From an optimization exercise on the open Yosys and OpenROAD flow, aimed at small area; shortcuts taken in it are not production practice. Function was checked by simulation only, so behaviour that the tests miss may differ from the original.

## pine
// Gelu_Top
module Gelu_Top
(
    input clk,
    input rst_n,
    input gelu,
    input [2:0]    in_scale,
    input [8 *32-1:0]    dat_in,
    output[8 *32-1:0]    dat_out,
    input  in_vld,
    output out_vld
);
Settings: LEC_CHECK=0, ABC_AREA=1, CAP_MARGIN=20, CORE_MARGIN=2, CORE_UTILIZATION=40, GPL_TIMING_DRIVEN=0, SETUP_SLACK_MARGIN=0.15, SLEW_MARGIN=20; clock period 6.0 ns.
standard.sh (not shown) runs the stock make flow with config.mk's settings and CLKGATE_MAP_FILE= SYNTH_SCRIPT=/design/flow/synth_recipe.tcl, a recipe that flattens the netlist after the stock synthesis.
==> flow/flow/run.sh <==
#!/bin/bash
# Own layout flow: the standard ORFS flow (standard.sh) with these changes:
#  - synthesis maps the logic with its own ABC script (flow/abc_area.script: a
#    balanced AIG mapped for area under a 2.5 ns delay target, with no buffering or
#    upsizing inside ABC, as OpenROAD repairs timing later) and without
#    Yosys's full/half-adder extraction;
#  - ports are buffered with sky130_fd_sc_hd__buf_1;
#  - CTS clusters up to 20 sinks within 80 um per leaf buffer and adds no dummy loads.
# make's output goes to flow_make.log here; ORFS keeps each step's log under orfs/logs.
set -euo pipefail
W=$(pwd)
rm -rf "$W/scripts"
cp -r "$FLOW_HOME/scripts" "$W/scripts"
cp "$W/flow/abc_area.script" "$W/scripts/abc_area.script"
export SCRIPTS_DIR="$W/scripts"
bash standard.sh ADDER_MAP_FILE= \
  "BUFFER_PORTS_ARGS=-buffer_cell sky130_fd_sc_hd__buf_1" \
  "CTS_ARGS=-sink_clustering_enable -repair_clock_nets -dont_use_dummy_load -sink_clustering_size 20 -sink_clustering_max_diameter 80" \
  finish > "$W/flow_make.log" 2>&1
==> flow/flow/abc_area.script <==
strash
&get -n
&b
&put
dch
map -D 2500
topo
pine went all the way through the flow, and no timing, DRC or antenna check failed.
The following lists how oak was set up differently from pine:
Settings: changing CORE_UTILIZATION from 40 to 30; changing SETUP_SLACK_MARGIN from 0.15 to 0.2.
==> flow/run.sh (new file) <==
#!/bin/bash
# synth_recipe.tcl (not shown) runs the flow's synth.tcl, then flattens the netlist and writes it again
# the make line also repeats each setting of config.mk as NAME=value (left out here)
make -C /OpenROAD-flow-scripts/flow DESIGN_CONFIG=/design/flow/config.mk WORK_HOME=/design/flow/orfs CLKGATE_MAP_FILE= SYNTH_SCRIPT=/design/flow/synth_recipe.tcl finish
removed: flow/flow/run.sh
removed: flow/flow/abc_area.script
removed: flow/standard.sh
Results
- The count of clock-buffer cells in the layout reported for oak is greater than that of pine by 19.
- [compare] base=pine new=oak: combined global-route utilization of all metal layers rose by 0.33 points; layout overhead on the synthesized area rose by 12 points; die area rose by 62000 µm²; design area rose by 15000 µm²; multi-input combinational cell count rose by 532.
- For pine, the cell type of the slowest stage on the worst timing path was o221ai_1, unlike oak, where it was buf_2.

* * *

Gelu_Top again, from the RTL that the note above started with.
export LEC_CHECK = 0
export ABC_AREA = 1
export CAP_MARGIN = 20
export CORE_MARGIN = 2
export CORE_UTILIZATION = 40
export GPL_TIMING_DRIVEN = 0
export SETUP_SLACK_MARGIN = 0.1
export SLEW_MARGIN = 20
create_clock -name core_clock -period 6.0 [get_ports {clk}]
==> flow/flow/run.sh <==
#!/bin/bash
# Own layout flow: the standard ORFS flow (standard.sh) with these changes:
#  - synthesis maps the logic with its own ABC script (flow/abc_area.script: a
#    balanced AIG mapped for area under a 2.5 ns delay target, with no buffering or
#    upsizing inside ABC, as OpenROAD repairs timing later) and without
#    Yosys's full/half-adder extraction;
#  - ports are buffered with sky130_fd_sc_hd__buf_1;
#  - CTS adds no dummy loads.
# make's output goes to flow_make.log here; ORFS keeps each step's log under orfs/logs.
set -euo pipefail
W=$(pwd)
rm -rf "$W/scripts"
cp -r "$FLOW_HOME/scripts" "$W/scripts"
cp "$W/flow/abc_area.script" "$W/scripts/abc_area.script"
export SCRIPTS_DIR="$W/scripts"
bash standard.sh ADDER_MAP_FILE= \
  "BUFFER_PORTS_ARGS=-buffer_cell sky130_fd_sc_hd__buf_1" \
  "CTS_ARGS=-sink_clustering_enable -repair_clock_nets -dont_use_dummy_load" \
  finish > "$W/flow_make.log" 2>&1
==> flow/flow/abc_area.script <==
strash
&get -n
&b
&put
dch
map -D 2500
topo
The starting point ran to the end with no violations.
==> next run, changes <==
--- a/flow/flow/run.sh
+++ b/flow/flow/run.sh
@@ -3,3 +3,2 @@
-#  - synthesis maps the logic with its own ABC script (flow/abc_area.script: a
-#    balanced AIG mapped for area under a 2.5 ns delay target, with no buffering or
-#    upsizing inside ABC, as OpenROAD repairs timing later) and without
+#  - synthesis maps the logic with an area-only ABC script (flow/abc_area.script:
+#    no buffering/upsizing inside ABC; OpenROAD repairs timing later) and without
==> flow/flow/abc_area.script (replaced) <==
strash
dch
map -a
topo
stime -c
--- a/flow/config.mk
+++ b/flow/config.mk
@@ -11 +11 @@
-export CORE_UTILIZATION = 40
+export CORE_UTILIZATION = 30
@@ -13 +13 @@
-export SETUP_SLACK_MARGIN = 0.1
+export SETUP_SLACK_MARGIN = 0.2
Final area climbs by a few percent. Global-route usage is lower by 8.3 points. Flip-flop and latch count stays the same. Utilization drops by 9.5 points.

re-timing with driven ports:
In the flow no input, the clock included, has a driving cell. The finished layouts below were timed again as built, in two steps.
Step 1 sets driving cells, clkbuf_16 on the clock port and buf_2 on the other inputs (assumed; they add their load-dependent delay and slew).
Step 2, shift: input delay + t, output delay - t, t = (earliest + latest rising clock arrival at the registers) / 2. This alone moves slack from input paths to output paths.
Three values: no drivers, after step 1, after step 2; two values: the first two.
run	shift t [ns]	setup WS [ns]	worst setup path at the end	latest minus earliest clock arrival (ns)	cell pins on the clock port's net
pine	0.724	0.272 / 0.313 / -0.411	input to register	0.065 / 0.065	1
oak	0.716	0.223 / 0.124 / -0.592	input to register	0.026 / 0.026	1
the first run of note 2	0.679	0.231 / 0.262 / -0.418	input to register	0.073 / 0.073	1
the second run of note 2	0.671	0.406 / 0.439 / -0.232	input to register	0.026 / 0.026	1
With both steps, setup timing fails in every run listed, where it was met with ideal ports. For oak, which loses most, drivers alone change the setup slack by -0.099 ns; drivers and shift together by -0.815 ns.
